What follows belongs to an exercise in optimizing a design on an open flow for small area, a short achievable clock period and few clock cycles; a production flow would make more cautious choices.
No run shown here included a check of the RTL's function; only the layout flow was run.

File: flow/config.mk
export PLATFORM = sky130hd
export DESIGN_NAME = CVP14
export DESIGN_NICKNAME = CVP14
export VERILOG_FILES = /design/flow/design.v
export SDC_FILE = /design/flow/constraint.sdc
export NUM_CORES = 8
export LEC_CHECK = 0
export CAP_MARGIN = 30
export CORE_MARGIN = 2
export CORE_UTILIZATION = 40
export SLEW_MARGIN = 30
File: flow/constraint.sdc
create_clock -name core_clock -period 20.0 [get_ports {Clk1}]
set_input_delay 4.0000 -clock core_clock [delete_from_list [all_inputs] [get_ports {Clk1}]]
set_output_delay 4.0000 -clock core_clock [all_outputs]
set_load 0.01 [all_outputs]
File: flow/design.v
module fadd_s1(input [15:0] a, input [15:0] b, output [23:0] p);
  wire [4:0] ea = a[14:10], eb = b[14:10];
  wire sa = a[15], sb = b[15];
  wire [4:0] d = ea - eb;
  wire swap = (eb > ea);
  wire sub = sa ^ sb;
  wire sign = swap ? sb : sa;
  wire [4:0] E0 = swap ? eb : ea;
  wire [10:0] ma = {|ea, a[9:0]}, mb = {|eb, b[9:0]};
  wire [10:0] mbig = swap ? mb : ma;
  wire [10:0] msml = swap ? ma : mb;
  wire [25:0] al = {msml, 15'b0} >> d;
  wire [26:0] S = sub ? ({1'b0, mbig, 15'b0} - {1'b0, al}) : ({1'b0, mbig, 15'b0} + {1'b0, al});
  wire spec = (&ea) | (&eb);
  wire ssign = spec ? ((&ea) ? sa : sb) : sign;
  assign p = {spec, ssign, E0, S[26:13], |S[12:1], &S[12:1], S[0]};
endmodule
module fadd_s2(input [23:0] p, output reg [15:0] y);
  wire spec = p[23], sign = p[22];
  wire [4:0] E0 = p[21:17];
  wire [13:0] H = p[16:3];      
  wire or121 = p[2], and121 = p[1], s0 = p[0];
  wire [11:0] U = H[13:2];      
  wire s14 = H[1], s13 = H[0];
  wire or13_1 = s13 | or121;
  wire or13_0 = s13 | or121 | s0;
  wire or12_0 = or121 | s0;
  wire all14_0 = s14 & s13 & and121 & s0;
  wire all14_1 = s14 & s13 & and121;
  reg [3:0] lz;
  reg [11:0] X;
  reg [9:0] frac;
  reg cond, c, fz, ovf;
  reg [4:0] E1, E2, E3;
  always @(*) begin
    ovf = 1'b0; cond = 1'b0; c = 1'b0; fz = 1'b0;
    E1 = E0; E2 = E0; E3 = E0; frac = 10'd0; X = 12'd0;
    casez (U[9:0])
      10'b1?????????: lz = 4'd1;
      10'b01????????: lz = 4'd2;
      10'b001???????: lz = 4'd3;
      10'b0001??????: lz = 4'd4;
      10'b00001?????: lz = 4'd5;
      10'b000001????: lz = 4'd6;
      10'b0000001???: lz = 4'd7;
      10'b00000001??: lz = 4'd8;
      10'b000000001?: lz = 4'd9;
      default:        lz = 4'd10;
    endcase
    if (U == 12'd0) begin
      E3 = all14_0 ? 5'd22 : 5'd0;
      frac = 10'd0;
    end else if (U[11]) begin
      E1 = E0 + 5'd1;
      ovf = &E1;
      frac = U[10:1];
      cond = U[0] & (s14 | or13_1 | U[1]);
      c = U[0] & all14_1;
      fz = (frac == 10'd0 & !c) | (frac == 10'd1023 & c);
      E2 = E1 + {4'd0, cond & fz};
      if (cond & (&E2)) ovf = 1'b1;
      if (c & (&frac)) begin
        E3 = E2 + 5'd1;
        if (&E3) ovf = 1'b1;
        frac = 10'd0;
      end else begin
        E3 = E2;
        frac = frac + {9'd0, c};
      end
    end else if (U[10]) begin
      frac = U[9:0];
      cond = s14 & (or13_0 | U[0]);
      c = all14_0;
      fz = (frac == 10'd0 & !c) | (frac == 10'd1023 & c);
      E2 = E0 + {4'd0, cond & fz};
      if (cond & (&E2)) ovf = 1'b1;
      if (c & (&frac)) begin
        E3 = E2 + 5'd1;
        if (&E3) ovf = 1'b1;
        frac = 10'd0;
      end else begin
        E3 = E2;
        frac = frac + {9'd0, c};
      end
    end else begin
      X = {U[9:0], s14, s13} << (lz - 4'd1);
      frac = X[10:1];
      E1 = E0 - {1'b0, lz};
      cond = (lz == 4'd1) & s13 & (or12_0 | s14);
      E2 = E1 + {4'd0, cond & (frac == 10'd0)};
      if (cond & (&E2)) ovf = 1'b1;
      E3 = E2;
    end
    if (spec | ovf) y = {sign, 5'b11111, 10'd0};
    else y = {sign, E3, frac};
  end
endmodule
module fmul_s1(input [15:0] a, input [15:0] b, output [23:0] p);
  wire [4:0] ea = a[14:10], eb = b[14:10];
  wire zero = (ea == 5'd0 && a[9:0] == 10'd0) || (eb == 5'd0 && b[9:0] == 10'd0);
  wire [21:0] prod = {1'b1, a[9:0]} * {1'b1, b[9:0]};
  wire ga = ea > 5'd15, gb = eb > 5'd15;
  wire [4:0] ea1 = ea - 5'd15, eb1 = eb - 5'd15;
  reg [5:0] s0, s1;
  always @(*) begin
    if (ga & gb) begin
      s0 = {1'b0, ea1} + {1'b0, eb1};
      s1 = {1'b0, ea1} + {1'b0, eb1} + 6'd1;
    end else if (ga) begin
      s0 = {1'b0, ea1} - {1'b0, eb};
      s1 = s0;
    end else if (gb) begin
      s0 = {1'b0, eb1} - {1'b0, ea};
      s1 = s0;
    end else begin
      s0 = 6'b110001;
      s1 = 6'b110001;
    end
  end
  wire [5:0] t0 = s0 + 6'd15, t1 = s1 + 6'd15;
  wire [4:0] x0 = t0[5] ? 5'b11111 : t0[4:0];
  wire [4:0] x1 = t1[5] ? 5'b11111 : t1[4:0];
  assign p = {zero, a[15] ^ b[15], x1, x0, prod[21:10]};
endmodule
module fmul_s2(input [23:0] p, output [15:0] y);
  wire zero = p[23], sign = p[22];
  wire [4:0] x1 = p[21:17], x0 = p[16:12];
  wire [11:0] ph = p[11:0];    
  assign y = zero ? 16'd0 : (ph[11] ? {sign, x1, ph[10:1]} : {sign, x0, ph[9:0]});
endmodule
module ScalarRegFile (clk, rst, ra1, ra2, rd1, rd2,
                      bw_en, bw_hi, bw_dst, bw_data,
                      ww_lo, ww_hi, ww_dst, ww_data, r7_en, r7_data);
  input clk, rst;
  input [2:0] ra1, ra2;
  output [15:0] rd1, rd2;
  input bw_en, bw_hi;
  input [2:0] bw_dst;
  input [7:0] bw_data;
  input ww_lo, ww_hi;
  input [2:0] ww_dst;
  input [15:0] ww_data;
  input r7_en;
  input [15:0] r7_data;
  wire [15:0] regs [0:7];
  assign rd1 = regs[ra1];
  assign rd2 = regs[ra2];
  genvar g;
  generate
    for (g = 0; g < 8; g = g + 1) begin : entry
      reg [15:0] q;
      assign regs[g] = q;
      always @(posedge clk)
        if (rst)
          q <= 16'h0000;
        else begin
          if (ww_lo && ww_dst == g)              q[7:0] <= ww_data[7:0];
          else if (g == 7 && r7_en)              q[7:0] <= r7_data[7:0];
          else if (bw_en && !bw_hi && bw_dst == g) q[7:0] <= bw_data;
          if (ww_hi && ww_dst == g)              q[15:8] <= ww_data[15:8];
          else if (g == 7 && r7_en)              q[15:8] <= r7_data[15:8];
          else if (bw_en && bw_hi && bw_dst == g)  q[15:8] <= bw_data;
        end
    end
  endgenerate
endmodule
module VectorRegFile (clk, we_l, wd_l, we_a, wd_a, heads);
  input clk;
  input [7:0] we_l, we_a;
  input [15:0] wd_l, wd_a;
  output [127:0] heads;
  genvar g;
  generate
    for (g = 0; g < 8; g = g + 1) begin : entry
      reg [255:0] q;
      wire [255:0] rot = {q[15:0], q[255:16]};
      wire [15:0] w = we_l[g] ? wd_l : (we_a[g] ? wd_a : rot[223:208]);
      always @(posedge clk)
        q <= {rot[255:224], w, rot[207:0]};
      assign heads[16*g +: 16] = q[15:0];
    end
  endgenerate
endmodule
module CVP14(output [15:0] Addr, output RD, output WR, output V, output [15:0] dataOut,
             input Reset, input Clk1, input [15:0] DataIn);
localparam QD = 4;                   
localparam MU_IDLE = 2'd0, MU_VLD = 2'd1, MU_VSTW = 2'd2, MU_VSTR = 2'd3;
localparam AU_VADD = 2'd0, AU_VDOT = 2'd1, AU_SMUL = 2'd2;
function ok_add;
  input [15:0] x;
  ok_add = (x[14:0] == 15'd0) | (x[14:10] >= 5'd10 && x[14:10] <= 5'd27);
endfunction
function ok_mul;
  input [15:0] x;
  ok_mul = (x[14:10] <= 5'd22);
endfunction
reg [3:0] ph;                        
reg [7:0] zf;                        
reg [7:0] sa, sm;                    
reg [15:0] addr_q, dout_q;
reg rd_q, wr_q, v_q, vflag;
reg [15:0] q [0:QD-1];
reg [2:0] qn;                        
reg [15:0] ir_pc, fpc;
reg f_act;                           
wire [15:0] ir = q[0];
wire ir_v = (qn != 3'd0);
reg [1:0] mu_st;
reg [3:0] mu_cnt;
reg [15:0] base;
reg [2:0] mu_reg;
reg ld_now, ld_last;                 
reg l_oka, l_okm;
reg [15:0] ld1, ld2;
reg ld1_v, ld2_v;
reg [2:0] ld1_r, ld2_r;
reg rd_busy, rd_act, vdot_wait, rd_us;
reg [1:0] rd_op;
reg [2:0] rd_ra, rd_rb, rd_rd;
reg [3:0] rd_cnt;
reg s1_v, s1_first, s1_last, s1_us;
reg [1:0] s1_op;
reg [2:0] s1_rd;
reg s2_v, s2_first, s2_last, s2_us;
reg [1:0] s2_op;
reg [2:0] s2_rd;
reg [15:0] x1, y1;
reg [23:0] fa_p, fm_p;
reg a_oka, a_okm;
reg us_busy, us_fin, us_vdot, ovf;
reg [15:0] us_pc;
reg [15:0] fq [0:7];
reg [2:0] fq_wp, fq_rp;
reg [3:0] fq_cnt;
reg [15:0] acc;
reg [4:0] acc_k;
reg acc_busy, vd_pend, vd_wlo, vd_whi;
reg [2:0] vd_rd;
reg [23:0] fc_p;
wire [3:0] op = ir[15:12];
wire is_vadd = (op == 4'd0);
wire is_vdot = (op == 4'd1);
wire is_smul = (op == 4'd2);
wire is_sst  = (op == 4'd3);
wire is_vld  = (op == 4'd4);
wire is_vst  = (op == 4'd5);
wire is_sll  = (op == 4'd6);
wire is_slh  = (op == 4'd7);
wire is_j    = (op == 4'd8);
wire is_au = is_vadd | is_vdot | is_smul;
wire is_mu = is_sst | is_vld | is_vst;
wire [2:0] f_d = ir[11:9], f_a = ir[8:6], f_b = ir[5:3];
wire [15:0] rx, ry;
wire [127:0] heads;
wire [15:0] fa_y, fm_y, fc_y;        
wire [15:0] res = (s2_op == AU_VADD) ? fa_y : fm_y;
wire s2_vdot = (s2_op == AU_VDOT);
wire redirect = us_fin & ovf;
wire blocking = us_busy & ~(us_fin & ~ovf);           
function pend_w;
  input [2:0] r;
  pend_w = (rd_busy & (rd_op != AU_VDOT) & (rd_rd == r)) |
           (s1_v & (s1_op != AU_VDOT) & (s1_rd == r)) |
           (s2_v & (s2_op != AU_VDOT) & (s2_rd == r));
endfunction
function pend_s;
  input [2:0] r;
  pend_s = vd_pend & (vd_rd == r);
endfunction
wire mu_free = (mu_st == MU_IDLE);
wire vld_act = (mu_st == MU_VLD) | ld_now;            
wire au_haz = (vld_act & (mu_reg == f_a | (mu_reg == f_b & ~is_smul) | (mu_reg == f_d & ~is_vdot))) |
              ((mu_st == MU_VSTW) & (mu_reg == f_d) & ~is_vdot);
wire wait_rd_d = vdot_wait & (rd_ra == f_d | rd_rb == f_d);
reg issue_ok;
always @(*) begin
  if (is_au)       issue_ok = ~rd_busy & ~au_haz & (~is_vdot | ~vd_pend) & (~is_smul | ~pend_s(f_b));
  else if (is_vld) issue_ok = mu_free & ~pend_s(f_a) & ~pend_w(f_d) & ~wait_rd_d;
  else if (is_vst) issue_ok = mu_free & ~ld_now & ~pend_s(f_a) & ~pend_w(f_d);
  else if (is_sst) issue_ok = mu_free & ~pend_s(f_a) & ~pend_s(f_d);
  else issue_ok = 1'b1;
end
wire issue = ir_v & ~blocking & ~redirect & issue_ok;
wire au_issue = issue & is_au;
wire mu_issue = issue & is_mu;
wire issue_safe = is_vadd ? (sa[f_a] & sa[f_b]) :
                  is_vdot ? (sm[f_a] & sm[f_b]) :
                            (sm[f_a] & (ry[14:10] <= 5'd22));
wire vdot_last = acc_busy & (acc_k == 5'd16);
wire sll_vd = issue & is_sll & vd_pend & (vd_rd == f_d);
wire slh_vd = issue & is_slh & vd_pend & (vd_rd == f_d);
wire r7_en = redirect & ~(us_vdot & vd_rd == 3'd7);
wire r7_vd = r7_en & vd_pend & (vd_rd == 3'd7);
ScalarRegFile srf(.clk(Clk1), .rst(Reset),
                  .ra1(f_a), .ra2(is_smul ? f_b : f_d), .rd1(rx), .rd2(ry),
                  .bw_en(issue & (is_sll | is_slh)), .bw_hi(is_slh), .bw_dst(f_d), .bw_data(ir[7:0]),
                  .ww_lo(vdot_last & vd_wlo & ~sll_vd), .ww_hi(vdot_last & vd_whi & ~slh_vd),
                  .ww_dst(vd_rd), .ww_data(fc_y),
                  .r7_en(r7_en), .r7_data(us_pc));
wire au_wr = s2_v & ~s2_vdot;
wire [7:0] we_l = ld2_v ? (8'd1 << ld2_r) : 8'd0;
wire [7:0] we_a = au_wr ? (8'd1 << s2_rd) : 8'd0;
VectorRegFile vrf(.clk(Clk1), .we_l(we_l), .wd_l(ld2), .we_a(we_a), .wd_a(res), .heads(heads));
wire [2:0] sel_a = au_issue ? f_a : rd_ra;
wire [2:0] sel_b = au_issue ? f_b : rd_rb;
wire [2:0] sel_c = mu_free ? f_d : mu_reg;
wire [15:0] va = zf[sel_a] ? 16'd0 : heads[16*sel_a +: 16];
wire [15:0] vb = zf[sel_b] ? 16'd0 : heads[16*sel_b +: 16];
wire [15:0] vc = zf[sel_c] ? 16'd0 : heads[16*sel_c +: 16];
wire [1:0] i_op = is_vadd ? AU_VADD : (is_vdot ? AU_VDOT : AU_SMUL);
wire first_read = (au_issue & (~is_vdot | ph == 4'd0)) | (vdot_wait & ph == 4'd0);
wire read_now = first_read | rd_act;
wire read_last = rd_act & (rd_cnt == 4'd15);
wire [1:0] cur_op = au_issue ? i_op : rd_op;
wire [2:0] cur_rd = au_issue ? f_d : rd_rd;
wire [23:0] fa_pn, fm_pn;
fadd_s1 ua1(.a(x1), .b(y1), .p(fa_pn));
fadd_s2 ua2(.p(fa_p), .y(fa_y));
fmul_s1 um1(.a(x1), .b(y1), .p(fm_pn));
fmul_s2 um2(.p(fm_p), .y(fm_y));
always @(posedge Clk1) begin
  if (Reset) begin
    rd_busy <= 1'b0; rd_act <= 1'b0; vdot_wait <= 1'b0;
    s1_v <= 1'b0; s2_v <= 1'b0;
    us_busy <= 1'b0; us_fin <= 1'b0; ovf <= 1'b0;
  end else begin
    if (us_fin) begin us_fin <= 1'b0; us_busy <= 1'b0; end
    else if (s2_v & s2_last & s2_us) us_fin <= 1'b1;
    if (au_issue) begin
      rd_busy <= 1'b1;
      rd_op <= i_op; rd_ra <= f_a; rd_rb <= f_b; rd_rd <= f_d; rd_us <= ~issue_safe;
      vdot_wait <= is_vdot & (ph != 4'd0);
      if (~issue_safe) begin
        us_busy <= 1'b1; us_vdot <= is_vdot; us_pc <= ir_pc; ovf <= 1'b0;
      end
    end
    if (vdot_wait & ph == 4'd0) vdot_wait <= 1'b0;
    if (first_read) begin rd_act <= 1'b1; rd_cnt <= 4'd1; end
    else if (rd_act) begin rd_cnt <= rd_cnt + 4'd1; if (rd_cnt == 4'd15) rd_act <= 1'b0; end
    if (read_last) rd_busy <= 1'b0;
    s1_v <= read_now;
    s2_v <= s1_v;
    if (s2_v & (res == 16'h7C00)) ovf <= 1'b1;
  end
end
always @(posedge Clk1) begin
  if (read_now) begin
    x1 <= va;
    if (cur_op != AU_SMUL) y1 <= vb;
    else if (au_issue) y1 <= ry;
  end
  s1_first <= first_read; s1_last <= read_last; s1_op <= cur_op; s1_rd <= cur_rd;
  s1_us <= au_issue ? ~issue_safe : rd_us;
  s2_first <= s1_first; s2_last <= s1_last; s2_op <= s1_op; s2_rd <= s1_rd; s2_us <= s1_us;
  fa_p <= fa_pn;
  fm_p <= fm_pn;
  if (au_wr) begin
    a_oka <= (a_oka | s2_first) & ok_add(res);
    a_okm <= (a_okm | s2_first) & ok_mul(res);
  end
end
wire fq_has = (fq_cnt != 4'd0);
wire step = vd_pend & fq_has & ~acc_busy & (acc_k != 5'd16);
wire [15:0] fq_head = fq[fq_rp];
wire [23:0] fc_pn;
fadd_s1 uc1(.a(acc), .b(fq_head), .p(fc_pn));
fadd_s2 uc2(.p(fc_p), .y(fc_y));
wire push = s2_v & s2_vdot;
always @(posedge Clk1) begin
  if (Reset) begin
    vd_pend <= 1'b0; acc_busy <= 1'b0;
  end else begin
    if (sll_vd | r7_vd) vd_wlo <= 1'b0;
    if (slh_vd | r7_vd) vd_whi <= 1'b0;
    if (au_issue & is_vdot) begin
      vd_pend <= 1'b1; vd_rd <= f_d; vd_wlo <= 1'b1; vd_whi <= 1'b1;
      acc_k <= 5'd0; fq_cnt <= 4'd0; fq_wp <= 3'd0; fq_rp <= 3'd0;
    end else begin
      if (push) fq_wp <= fq_wp + 3'd1;
      if (step) fq_rp <= fq_rp + 3'd1;
      fq_cnt <= fq_cnt + {3'd0, push} - {3'd0, step};
      if (step) acc_k <= acc_k + 5'd1;
    end
    acc_busy <= step & (acc_k != 5'd0);
    if (vdot_last) vd_pend <= 1'b0;
  end
end
always @(posedge Clk1) begin
  if (push) fq[fq_wp] <= fm_y;
  fc_p <= fc_pn;
  if (step & (acc_k == 5'd0)) acc <= fq_head;
  else if (acc_busy) acc <= fc_y;
end
wire [15:0] base_now = rx + {{10{ir[5]}}, ir[5:0]};
reg n_mu_port, n_mu_rd, n_mu_wr, n_ld, n_ld_last;
reg [15:0] n_mu_base, n_dout;
reg [3:0] n_eoff, n_mu_cnt;
reg [1:0] n_mu_st;
always @(*) begin
  n_mu_port = 1'b0; n_mu_rd = 1'b0; n_mu_wr = 1'b0; n_ld = 1'b0; n_ld_last = 1'b0;
  n_mu_base = base; n_eoff = 4'd0; n_dout = vc;
  n_mu_st = mu_st; n_mu_cnt = mu_cnt;
  case (mu_st)
    MU_IDLE:
      if (mu_issue) begin
        n_mu_base = base_now;
        if (is_vld) begin
          n_mu_port = 1'b1; n_mu_rd = 1'b1; n_ld = 1'b1; n_eoff = ph + 4'd1;
          n_mu_st = MU_VLD; n_mu_cnt = 4'd1;
        end else if (is_sst) begin
          n_mu_port = 1'b1; n_mu_wr = 1'b1; n_dout = ry;
        end else if (ph == 4'd0) begin
          n_mu_port = 1'b1; n_mu_wr = 1'b1; n_mu_st = MU_VSTR;
        end else
          n_mu_st = MU_VSTW;
      end
    MU_VLD: begin
      n_mu_port = 1'b1; n_mu_rd = 1'b1; n_ld = 1'b1; n_eoff = ph + 4'd1;
      n_mu_cnt = mu_cnt + 4'd1;
      if (mu_cnt == 4'd15) begin n_mu_st = MU_IDLE; n_ld_last = 1'b1; end
    end
    MU_VSTW:
      if (ph == 4'd0) begin
        n_mu_port = 1'b1; n_mu_wr = 1'b1; n_mu_st = MU_VSTR;
      end
    MU_VSTR: begin
      n_mu_port = 1'b1; n_mu_wr = 1'b1; n_eoff = ph;
      if (ph == 4'd15) n_mu_st = MU_IDLE;
    end
  endcase
end
wire [15:0] n_mu_addr = n_mu_base + {12'd0, n_eoff};
wire flush = redirect | (issue & is_j);
wire [15:0] target = redirect ? 16'hFFF0 : (ir_pc + {{4{ir[11]}}, ir[11:0]});
wire arrive = f_act & ~flush;
wire [2:0] qn_pop = qn - {2'd0, issue};
wire [2:0] n_qn = flush ? 3'd0 : qn_pop + {2'd0, arrive};
wire n_f_act = ~n_mu_port & (n_qn != QD);
wire [15:0] fetch_addr = flush ? target : fpc;
wire n_vflag = redirect | (vflag & ~issue);
always @(posedge Clk1) begin
  if (Reset) begin
    ph <= 4'd0;
    zf <= 8'hFF; sa <= 8'hFF; sm <= 8'hFF;
    qn <= 3'd0; ir_pc <= 16'd0; fpc <= 16'd1; f_act <= 1'b1;
    addr_q <= 16'd0; rd_q <= 1'b1; wr_q <= 1'b0; v_q <= 1'b0; vflag <= 1'b0;
    mu_st <= MU_IDLE; ld_now <= 1'b0; ld_last <= 1'b0; ld1_v <= 1'b0; ld2_v <= 1'b0;
  end else begin
    ph <= ph + 4'd1;
    qn <= n_qn;
    ir_pc <= flush ? target : (issue ? ir_pc + 16'd1 : ir_pc);
    fpc <= fetch_addr + {15'd0, n_f_act};
    f_act <= n_f_act;
    addr_q <= n_mu_port ? n_mu_addr : fetch_addr;
    rd_q <= n_mu_port ? n_mu_rd : n_f_act;
    wr_q <= n_mu_port & n_mu_wr;
    vflag <= n_vflag;
    v_q <= n_vflag & ~n_mu_port & n_f_act;    
    mu_st <= n_mu_st; mu_cnt <= n_mu_cnt;
    ld_now <= n_ld; ld_last <= n_ld_last;
    ld1_v <= ld_now; ld1_r <= mu_reg;
    ld2_v <= ld1_v; ld2_r <= ld1_r;
    if (ld_now) begin
      l_oka <= l_oka & ok_add(DataIn);
      l_okm <= l_okm & ok_mul(DataIn);
    end
    if (ld_last) begin
      zf[mu_reg] <= 1'b0;
      sa[mu_reg] <= l_oka & ok_add(DataIn);
      sm[mu_reg] <= l_okm & ok_mul(DataIn);
    end
    if (au_wr & s2_last) begin
      if (~((rd_busy & (rd_op != AU_VDOT) & (rd_rd == s2_rd)) |
            (s1_v & (s1_op != AU_VDOT) & (s1_rd == s2_rd)))) begin
        sa[s2_rd] <= (a_oka | s2_first) & ok_add(res);
        sm[s2_rd] <= (a_okm | s2_first) & ok_mul(res);
      end
    end
    if (read_last & (rd_op != AU_VDOT)) zf[rd_rd] <= 1'b0;
    if (mu_issue & is_vld) begin
      sa[f_d] <= 1'b0; sm[f_d] <= 1'b0;
      l_oka <= 1'b1; l_okm <= 1'b1;
    end
    if (au_issue & ~is_vdot) begin
      sa[f_d] <= 1'b0; sm[f_d] <= 1'b0;
    end
  end
end
integer k;
always @(posedge Clk1) begin
  for (k = 0; k < QD; k = k + 1)
    if (arrive && k == qn_pop) q[k] <= DataIn;
    else if (issue && k < QD - 1) q[k] <= q[k + 1];
end
always @(posedge Clk1) begin
  if (mu_issue) begin base <= base_now; mu_reg <= f_d; end
  dout_q <= n_dout;
  ld1 <= DataIn;
  ld2 <= ld1;
end
assign Addr = addr_q;
assign RD = rd_q;
assign WR = wr_q;
assign V = v_q;
assign dataOut = dout_q;
endmodule
File: flow/run.sh
#!/bin/bash
# synth_recipe.tcl (not shown) runs the flow's synth.tcl, then flattens the netlist and writes it again
# the make line also repeats each setting of config.mk as NAME=value (left out here)
make -C /OpenROAD-flow-scripts/flow DESIGN_CONFIG=/design/flow/config.mk WORK_HOME=/design/flow/orfs CLKGATE_MAP_FILE= SYNTH_SCRIPT=/design/flow/synth_recipe.tcl finish
==> results of run 1 <==
==> synth_stat cells, drive strengths merged, types with 12 or more instances <==
library cell  count
fa               92
and3             86
nand2           960
mux2            123
nand2b           42
and2            104
xor2            109
o22ai            37
a22oi            28
o221ai           18
nor3            122
nor2            594
nor3b            19
mux2i           156
o32ai            14
o31ai            64
or2              29
a31o             15
mux4             78
nor4             31
a311oi           66
buf              80
a221oi           33
clkbuf          375
nor2b            97
edfxtp          310
nand3           242
a21oi           442
o21bai           20
o211ai           39
o21ai           313
ha              261
nand4            33
inv             302
dfxtp          2431
a21o             55
a31oi            94
o21a             22
xnor2           163
or3              20
a211oi          225
o22a             12
a32oi            15
==> layout by cell type, fill, tap and decap left out, types with 125 or more instances in the layout <==
cell type,synthesis,layout
a211oi_1,225,225
a21oi_1,438,434
buf_4,1,125
clkbuf_16,0,290
dfxtp_1,2431,2430
edfxtp_1,310,310
ha_1,261,261
inv_1,297,294
mux2i_1,150,139
nand2_1,960,960
nand3_1,242,242
nor2_1,592,575
o21ai_0,300,297
xnor2_1,163,161
==> kinds of logic after synthesis <==
family	Yosys count
flip-flops	2741
AND/OR/NAND/NOR	2424
AO/OA/AOI/OAI	1642
buffers and inverters	764
multiplexers	357
adder cells (fa/ha/maj)	353
XOR/XNOR	272
==> area by class of cell <==
cell class / count / area (um2)
Timing Repair Buffer: 183 / 1530
Clock inverter: 97 / 1220
Sequential cell: 2741 / 58000
Multi-Input combinational cell: 5048 / 34400
Clock buffer: 381 / 8080
Inverter: 309 / 1160
Fill cell: 21500 / 127000
Tap cell: 3150 / 3940
Antenna cell: 23 / 57.6
==> worst paths after layout <==
check	slack (ns)	cells past startpoint	to
worst max-delay path	10.86	30	sa[1]$_SDFF_PP1_
worst max register to register	10.86	30	sa[1]$_SDFF_PP1_
worst min-delay path	0.26	0	vrf.entry[2].q[73]$_DFF_P_
worst min register to register	0.26	0	vrf.entry[2].q[73]$_DFF_P_
==> per-stage QoR <==
step | util | cell area [um2] | std cells
6_report | 0.460 | 108000 | 11900
5_1_grt | 0.460 | 108000 | 11900
4_1_cts | 0.460 | 108000 | 11900
3_5_place_dp | 0.420 | 99000 | 11400
3_3_place_gp | 0.420 | 98900 | 11400
2_1_floorplan | - | 95000 | 8553
==> routing by layer <==
layer | global-route usage | up-vias
met2 | 0.328 | 2270
met3 | 0.0344 | 504
met1 | 0.289 | 30900
li1 | - | 29800
met5 | 0 | -
met4 | 0.0807 | 4
==> results.txt, run 1 <==
* Setup Crit Path Kind: register to register
* Input/output buffers at 52
* Reg with most FFs: vrf.entry.q
* Slowest stage delay, CP at 0.88 ns
* Share of cells above drive strength 1 at 0.104
* Post-synthesis compound-gate area fraction at 0.114
* Setup Skew at 0.0901 ns
* Fin nets at 8,935
* GRT overflow at 0
* CP Launch Type: register
* HPWL Detailed at 174,000 um
* Register area share after synthesis at 0.610
* Fmax achieved at 109 MHz
* Metal-1 WL at 118,000 um
* CP startpoint: fa_p[8]$_DFF_P_
* Starting Density at 0.403
* Tot GR Track Use at 0.210
* Largest family of logic cells by synthesized area: simple AND/OR/NAND/NOR gates
* IO Pins at 53
* Mapped Avg Cell Area at 11.1 um2
* Number of flip-flops in the largest register at 2,048
* Cell Rows at 178
* TritonCTS clock tree: yes
* Largest cells by area after synthesis: dfxtp_1, edfxtp_1, nand2_1
* Post-synth EDFFs at 310
* Number of setup buffers added after CTS at 0
* Status: no timing/DRC/antenna violations
* Unrepaired setup endpoints after global routing: no
* Adder-cell area share of the yosys netlist at 0.0538
* Clk root buf: clkbuf_16
* Drt pass-1 iters at 8
* CP delay by family, top: compound AO/OA/AOI/OAI gates
* Area growth, synth to finish at 14.1%
* Ys Warns at 6
* R2r startpoint: fa_p[8]$_DFF_P_
* Routed wire length at 260,000 um
* Initial DRC count at 5,644
* # hold bufs at CTS at 0
* Simple-gate share of the synthesized area at 0.116
* Worst endpoint required time at 20.83 ns
* Distinct cells, synth at 111
* Slowest stage cell on the critical path: a32oi_1
* First-pass GRT wire length at 388,000 um
* Number of global-route vias before repair at 61,400
* Synth Flop Type: dfxtp_1
* Relative slew slack at 0.304
* Largest regs: vrf.entry.q: 2048 flops, fq: 128 flops, srf.entry.q: 128 flops
* # setup viols final at 0
* Clock Latency Late Sink at 0.93 ns
* Slew Viols, Final at 0
* Final period utilization at 0.457
* Final RePlAce weighted congestion at 0.895
* Vias per cell at 5.32
* Largest net degree at the start of global routing at 74
* Asr flop ratio synth at 0
* Hold_sp: vrf.entry[2].q[89]$_DFF_P_
* CTS resizes at 0
* Met3 wire len at 16,100 um
* Worst slew pin tran at 1.04 ns
* Arr. time, crit path at 9.97 ns
* Initial antenna violation count at 14
* Top routing layer in use: met5
* Worst min-delay path category: register to register
* Clock Pin Slew Worst Setup and Hold Paths at 0.06 ns
* MaxCap Viol Count at 0
* Total core area at 236,000 um2
* Final-report hold violation count at 0
* Met2 wire len at 117,000 um
* Die height at 491 um
* Cts bufs inserted at 281
* Post-synthesis cell count at 8,553
* Crit path buffers/inverters at 2
* Routed via count at 63,500
* # DRC at 0
* CP Capture Type: register
* Mapped Nets at 8,924
* Synthesized cell area at 95,000 um2
* Clock sinks at 2,741
* Yosys top cell area share at 0.512
* WHS at 0.263 ns
* Critical Path Fanout Max at 14
* Die area at 241,000 um2
* H-tree depth at 5
* Post-route ant nets at 0
* Final setup TNS at 0 ns
* Die X-Extent at 491 um
* Final WS setup at 10.86 ns
* Clk buf depth at 4
* Min Tclk post-route at 9.14 ns
* Synth Register Bits at 2,741
* Dpl ws at 10.82 ns
* Wirelength per Cell at 21.8 um
* Synth Area in XOR/XNOR at 0.0251
* Largest area contributor in the netlist: dfxtp_1
* Multiplexer area fraction after synthesis at 0.0500
==> inputs of run 2 (changes only) <==
--- a/flow/config.mk
+++ b/flow/config.mk
@@ -7,5 +7,5 @@
 export LEC_CHECK = 0
-export CAP_MARGIN = 30
+export CAP_MARGIN = 80
 export CORE_MARGIN = 2
 export CORE_UTILIZATION = 40
-export SLEW_MARGIN = 30
+export SLEW_MARGIN = 80
==> results.txt, run 2 <==
* Post-route ant nets at 0
* CP endpoint: sa[0]$_SDFF_PP1_
* Worst endpoint required time at 20.83 ns
* Number of flip-flops in the largest register at 2,048
* Initial DRC count at 5,425
* Finished Cell Area at 120,000 um2
* HPWL Detailed at 192,000 um
* Number of setup buffers added after CTS at 0
* Min Tclk post-route at 7.91 ns
* GRT overflow at 0
* Post-synthesis cell count at 8,553
* Die X-Extent at 491 um
* Cell Area, Placed at 109,000 um2
* Grt met2 use at 0.346
* Drt pass-1 iters at 8
* H-tree depth at 5
* Routed via count at 66,200
* Clock Latency Late Sink at 0.96 ns
* Worst slew pin tran at 0.334 ns
* Critical Path Fanout Max at 13
* # setup viols final at 0
* Mapped Avg Cell Area at 11.1 um2
* Slowest stage cell on the critical path: or4_1
* R2r startpoint: fa_p[9]$_DFF_P_
* Die height at 491 um
* Clk root buf: clkbuf_16
* Relative slew slack at 0.776
* Reg2reg end: sa[0]$_SDFF_PP1_
* Slew Viols, Final at 0
* Final-report hold violation count at 0
* Status: no timing/DRC/antenna violations
* Tot GR Track Use at 0.216
* Input/output buffers at 52
* CP startpoint: fa_p[9]$_DFF_P_
* TritonCTS clock tree: yes
* # DRC at 0
* Synth Register Bits at 2,741
* Distinct cells, synth at 111
* Dpl ws at 12.10 ns
* Post-synth EDFFs at 310
* Reg2Reg Setup Slack at 12.09 ns
* Met1 track demand over resource at 0.296
* Wirelength per Cell at 21.5 um
* Largest cells by area after synthesis: dfxtp_1, edfxtp_1, nand2_1
* Final RePlAce weighted congestion at 0.895
* CP Capture Type: register
* Worst r2r path cells at 35
* Mapped Nets at 8,924
* Most frequent CP cell: buf_2
* Cell Rows at 178
* Cts bufs inserted at 282
* Number of global-route vias before repair at 65,000
* WHS at 0.273 ns
* Most frequent cells in the layout: dfxtp_1, nand2_1, nor2_1
* IO Pins at 53
* Asr flop ratio synth at 0
* CP Launch Type: register
* MaxCap Viol Count at 0
* Arr. time, crit path at 8.73 ns
* Final WS setup at 12.09 ns
* Vias per cell at 5.30
* Starting Density at 0.403
* Total core area at 236,000 um2
* FF+latch area at 58,200 um2
* Largest regs: vrf.entry.q: 2048 flops, fq: 128 flops, srf.entry.q: 128 flops
* Final setup TNS at 0 ns
* Fmax achieved at 126 MHz
* Ys Warns at 6
* Largest net degree at the start of global routing at 43
* Share of cells above drive strength 1 at 0.224
* Fin nets at 9,492
* Yosys top cell area share at 0.512
* Synth Flop Type: dfxtp_1
* Multi-input logic area at 40,700 um2
* Area growth, synth to finish at 26.5%
* Top-count cell post-synth: dfxtp_1
* CP delay by family, top: simple AND/OR/NAND/NOR gates
* Met3 Use GR at 0.0344
* Fillers at 20,200
* Clock sinks at 2,741
* Critical Path Stages at 35
* Worst min-delay path category: register to register
* Final period utilization at 0.395
* Initial antenna violation count at 6
* # hold bufs at CTS at 0
* Unrepaired setup endpoints after global routing: no
* Setup Crit Path Kind: register to register
* Clock Pin Slew Worst Setup and Hold Paths at 0.07 ns
* First-pass GRT wire length at 404,000 um
* Commonest cells post-synth: dfxtp_1, nand2_1, nor2_1
* Reg with most FFs: vrf.entry.q
* Clk buf depth at 4
* Synthesized cell area at 95,000 um2
* GRT Max-Usage Layer: met2
* CTS resizes at 0
* Commonest non-fill, non-tap cell in the layout: dfxtp_1
* Routed wire length at 269,000 um
* Slowest stage delay, CP at 0.59 ns
* Crit path buffers/inverters at 7
* Fin util at 0.510
* Die area at 241,000 um2
* Setup Skew at 0.0811 ns
* Largest area contributor in the netlist: dfxtp_1
* Register area share after synthesis at 0.610
-- run 2: cell count changes in the layout (fill, tap and decap cells not counted), moves of 57 or more --
cell | previous run | this run
nor2_1 | 575 | 512
buf_8 | 2 | 59
dfxtp_2 | 1 | 65
buf_1 | 0 | 114
o21ai_0 | 297 | 233
a21oi_1 | 434 | 371
buf_2 | 1 | 182
dfxtp_1 | 2430 | 2340
-- run 2: per-layer routing --
metal | routed length [um] | part of all wire
met3 | 15400 | 0.057
met1 | 121000 | 0.45
met5 | 0 | 0
met2 | 124000 | 0.46
met4 | 9170 | 0.034
-- run 2: final cells by class --
cell class / count / area share
Clock buffer: 386 / 0.0672
Clock inverter: 96 / 0.00944
Tap cell: 3150 / 0.0328
Multi-Input combinational cell: 5048 / 0.339
Timing Repair Buffer: 739 / 0.0572
Antenna cell: 15 / 0.000312
Sequential cell: 2741 / 0.484
Inverter: 309 / 0.0103
-- run 2: cell families after synthesis --
group                    synth area share
AO/OA/AOI/OAI                       0.114
multiplexers                       0.0500
buffers and inverters              0.0308
XOR/XNOR                           0.0251
adder cells (fa/ha/maj)            0.0538
AND/OR/NAND/NOR                     0.116
flip-flops                          0.610
-- run 2: how the worst min path moves through the flow --
stage,start,to,cells after the start
2_1_floorplan,ld1[0]$_DFF_P_,ld2[0]$_DFF_P_,0
3_3_place_gp,vrf.entry[3].q[117]$_DFF_P_,vrf.entry[3].q[101]$_DFF_P_,0
3_5_place_dp,vrf.entry[0].q[135]$_DFF_P_,vrf.entry[0].q[119]$_DFF_P_,0
4_1_cts,vrf.entry[6].q[253]$_DFF_P_,vrf.entry[6].q[237]$_DFF_P_,0
5_1_grt,vrf.entry[6].q[209]$_DFF_P_,vrf.entry[6].q[193]$_DFF_P_,0
6_report,vrf.entry[3].q[21]$_DFF_P_,vrf.entry[3].q[5]$_DFF_P_,0
-- run 2: through the flow --
stage | instances
final | 12500
after global routing | 12500
after CTS | 12400
after detailed placement | 11900
after global placement | 11400
after floorplan | 8553

## what the ideal ports hide
Ports are ideal in the flow. The routed layouts listed here were re-timed in OpenROAD.
Step 1: set_driving_cell puts a clkbuf_16 on Clk1 and a buf_2 on each other input, an assumption about the parent block.
Step 2 moves the port delays by t, midway between the first and last clock arrival at a register: inputs arrive t later, outputs are due t later. That takes back most of the time a late clock gives input paths.
Slacks: ideal ports / drivers / drivers and shift; pairs: ideal ports / drivers.
run	t (ns)	slack for setup (ns)	hold WS [ns]	worst setup path after step 2	worst slew at a driven data input, ns
run 1	0.975	10.858 / 10.858 / 10.858	0.263 / 0.263 / 0.263	register to register	0.06
run 2	0.990	12.092 / 12.092 / 12.092	0.273 / 0.273 / 0.273	register to register	0.05
After both steps every run listed still meets setup and hold.
